This design comes from an exercise in tuning for small area on the open sky130 flow, not from production work.
Only simulation tests tie the RTL to the original design; equivalence was not proved.
Power is estimated from default activity; no workload was simulated.

job 9977:
// cacheline
module cacheline (
    input clk,
    input reset,
    input os_req,
    input [8-1:0] hitmap,
    input user_req,
    input [32-1:0] addr,
    output reg hit
);
Settings: LEC_CHECK=0, CAP_MARGIN=0, CORE_MARGIN=2, CORE_UTILIZATION=75, GPL_TIMING_DRIVEN=0, PLACE_DENSITY=0.8, SLEW_MARGIN=0, SYNTH_HIERARCHICAL=1, SYNTH_MINIMUM_KEEP_SIZE=0; clock period 5.0 ns.
standard.sh (not shown) runs the stock make flow with config.mk's settings and CLKGATE_MAP_FILE= SYNTH_SCRIPT=/design/flow/synth_recipe.tcl, a recipe that flattens the netlist after the stock synthesis.
==> flow/flow/run.sh <==
#!/bin/bash
# The standard layout (standard.sh) with these changes:
#  - after floorplan, every combinational cell starts at its smallest size
#    (downsize.tcl); the resizer's repair steps upsize what needs it
#  - ports are buffered with buf_2, synthesis buffers are removed at floorplan
#  - CTS builds small clkbuf_8 leaf clusters without dummy loads
# Each ORFS step writes its full log under orfs/logs; make's output goes to
# standard.log.
set -euo pipefail
cd "$(dirname "$0")/.."
F=$(pwd)/flow
export POST_FLOORPLAN_TCL=$F/downsize.tcl
export BUFFER_PORTS_ARGS="-buffer_cell sky130_fd_sc_hd__buf_1"
export REMOVE_ABC_BUFFERS=1
export CTS_ARGS="-sink_clustering_enable -repair_clock_nets -dont_use_dummy_load -buf_list {sky130_fd_sc_hd__clkbuf_8} -sink_clustering_size 18 -sink_clustering_max_diameter 70"
bash standard.sh finish > standard.log 2>&1
==> flow/flow/downsize.tcl <==
# Swap every combinational cell for the smallest cell of the same function
# (drive strength _1, or _0 where that is the smallest); the resizer's later
# repair steps upsize what timing, slew or capacitance needs.
set n 0
foreach inst [[ord::get_db_block] getInsts] {
  set m [[$inst getMaster] getName]
  if {![regexp {^(sky130_fd_sc_hd__([a-z0-9]+))_(\d+)$} $m -> base func sz]} { continue }
  if {[regexp {^(df|edf|sdf|dl|clk|tap|fill|decap|conb|diode)} $func]} { continue }
  foreach s {0 1} {
    if {"${base}_$s" eq $m} { break }
    set lc [get_lib_cells -quiet */${base}_$s]
    if {[llength $lc] && ![get_property $lc dont_use]} {
      replace_cell [$inst getName] ${base}_$s
      incr n
      break
    }
  }
}
puts "downsize: $n cells swapped"
### job 9977 -> job 8331
Settings: PLACE_DENSITY: 0.8 -> unset; CORE_UTILIZATION: 75 -> 70.
--- a/flow/flow/run.sh
+++ b/flow/flow/run.sh
@@ -12,5 +12,5 @@
 export POST_FLOORPLAN_TCL=$F/downsize.tcl
-export BUFFER_PORTS_ARGS="-buffer_cell sky130_fd_sc_hd__buf_1"
+export BUFFER_PORTS_ARGS="-buffer_cell sky130_fd_sc_hd__buf_2"
 export REMOVE_ABC_BUFFERS=1
-export CTS_ARGS="-sink_clustering_enable -repair_clock_nets -dont_use_dummy_load -buf_list {sky130_fd_sc_hd__clkbuf_8} -sink_clustering_size 18 -sink_clustering_max_diameter 70"
+export CTS_ARGS="-sink_clustering_enable -repair_clock_nets -dont_use_dummy_load -buf_list {sky130_fd_sc_hd__clkbuf_8} -sink_clustering_size 14 -sink_clustering_max_diameter 60"
 bash standard.sh finish > standard.log 2>&1
--- outcome ---
- Status | job 9977 and job 8331 | clean
- There was hardly any difference in combinational power between job 9977 and job 8331.
- Tap cell count up 9 in job 8331 wrt job 9977
- A highest layer used for signal routing of met4 is what job 8331 shows, while met5 belongs to job 9977.
- Between job 8331 and job 9977, it is job 8331 whose share of the clock period used by the worst path is lower, by 3.8 points.
- Job 8331: fraction of final layout cells sized beyond drive strength 1 4.4 points above job 9977
- [compare] base=job 9977 new=job 8331: worst hold margin grew by 10 ps, wire length moved down, number of standard-cell rows in the floorplan picked up an extra 2.

========
The RTL this note starts from:
==> flow/design.v <==
module cacheline (
    input clk,
    input reset,
    input os_req,
    input [8-1:0] hitmap,
    input user_req,
    input [32-1:0] addr,
    output reg hit
);
    reg [32-1:0] tags [8-1:0];
    reg [8-1:0] valid;
    reg [8-1:0] metadata;        
    reg [8-1:0] policy_hitmap;   
    reg [3-1:0] victim_way;  
    wire [8-1:0] match;
    genvar g;
    generate
        for (g = 0; g < 8; g = g + 1) begin : cmp
            assign match[g] = valid[g] & policy_hitmap[g] & (tags[g] == addr);
        end
    endgenerate
    wire any_match = |match;
    wire [8-1:0] hit_oh = match & ~(match - 1'b1);
    wire [8-1:0] cand = policy_hitmap & ~metadata;
    wire [8-1:0] vsrc = (|cand) ? cand : policy_hitmap;
    reg [3-1:0] vb;
    integer k;
    always @* begin
        vb = victim_way;
        for (k = 8-1; k >= 0; k = k - 1)
            if (vsrc[k]) vb = k;
    end
    wire lookup = !reset && !os_req && user_req;
    wire miss = lookup && !any_match;
    integer i;
    always @(posedge clk) begin
        for (i = 0; i < 8; i = i + 1)
            if (miss && vb == i) tags[i] <= addr;
    end
    always @(posedge clk) begin
        if (reset) begin
            valid <= 0;
            metadata <= 0;
            policy_hitmap <= 0;
            victim_way <= 0;
            hit <= 1'b0;
        end else if (os_req) begin
            policy_hitmap <= hitmap;
            hit <= 1'b0;
        end else if (user_req) begin
            hit <= any_match;
            if (any_match) begin
                metadata <= metadata | hit_oh;
            end else begin
                victim_way <= vb;
                for (i = 0; i < 8; i = i + 1) begin
                    if (vb == i) valid[i] <= 1'b1;
                    if (policy_hitmap[i]) metadata[i] <= (vb == i);
                end
            end
        end
    end
endmodule
Settings: LEC_CHECK=0, CAP_MARGIN=0, CORE_MARGIN=2, CORE_UTILIZATION=70, GPL_TIMING_DRIVEN=0, SLEW_MARGIN=0; clock period 5.0 ns.
==> flow/flow/run.sh <==
#!/bin/bash
# Standard ORFS layout (the standard.sh) with these changes: ports are
# buffered with buf_2, synthesis buffers are removed at floorplan, and CTS
# builds small clkbuf_8 leaf clusters without dummy loads.
set -euo pipefail
cd "$(dirname "$0")/.."
export BUFFER_PORTS_ARGS="-buffer_cell sky130_fd_sc_hd__buf_2"
export REMOVE_ABC_BUFFERS=1
export CTS_ARGS="-sink_clustering_enable -repair_clock_nets -dont_use_dummy_load -buf_list {sky130_fd_sc_hd__clkbuf_8} -sink_clustering_size 14 -sink_clustering_max_diameter 60"
bash standard.sh finish > standard.log 2>&1
Next try:
==> flow/run.sh (new file) <==
#!/bin/bash
# synth_recipe.tcl (not shown) runs the flow's synth.tcl, then flattens the netlist and writes it again
# the make line also repeats each setting of config.mk as NAME=value (left out here)
make -C /OpenROAD-flow-scripts/flow DESIGN_CONFIG=/design/flow/config.mk WORK_HOME=/design/flow/orfs CLKGATE_MAP_FILE= SYNTH_SCRIPT=/design/flow/synth_recipe.tcl finish
CAP_MARGIN = 20   (was 0)
CORE_UTILIZATION = 40   (was 70)
GPL_TIMING_DRIVEN = default   (was 0)
SLEW_MARGIN = 20   (was 0)
removed: flow/flow/run.sh
removed: flow/standard.sh
Non-clock buffer count climbs by 74; sequential power stays flat; routed wire length went up by 12%; via count came out higher by 0.78%; critical path depth grows by 2.

static timing again, ports no longer ideal:
Ports are ideal in the flow. The routed layouts listed here were re-timed in OpenROAD. Step 1: set_driving_cell puts a clkbuf_16 on clk and a buf_2 on each other input, an assumption about the parent block. Step 2 adds t to the input delays and takes it off the output delays; t is the mean of the earliest and latest rising clock arrival at the registers after step 1. Input paths then give back, and output paths get back, about the clock's delay inside the block. a / b / c = no drivers / after step 1 / after step 2; a / b = the first two.
| run | t (ns) | setup WS [ns] | worst hold slack (ns) | clock arrival spread, ns | cell pins on the clock port's net |
|---|---|---|---|---|---|
| job 9977 | 0.573 | 0.403 / 0.423 / -0.150 | 0.498 / 0.498 / 0.498 | 0.045 / 0.044 | 1 |
| job 8331 | 0.583 | 0.594 / 0.617 / 0.034 | 0.508 / 0.508 / 0.508 | 0.036 / 0.037 | 1 |
| the first run of note 2 | 0.573 | 0.786 / 0.805 / 0.232 | 0.458 / 0.458 / 0.458 | 0.054 / 0.054 | 1 |
| the second run of note 2 | 0.611 | 0.768 / 0.794 / 0.183 | 0.447 / 0.447 / 0.447 | 0.049 / 0.049 | 1 |
Met with ideal ports but missed after step 2: setup timing in job 9977. The setup slack of the second run of note 2, which loses most, moves by +0.026 ns with the drivers and by -0.585 ns with both steps.
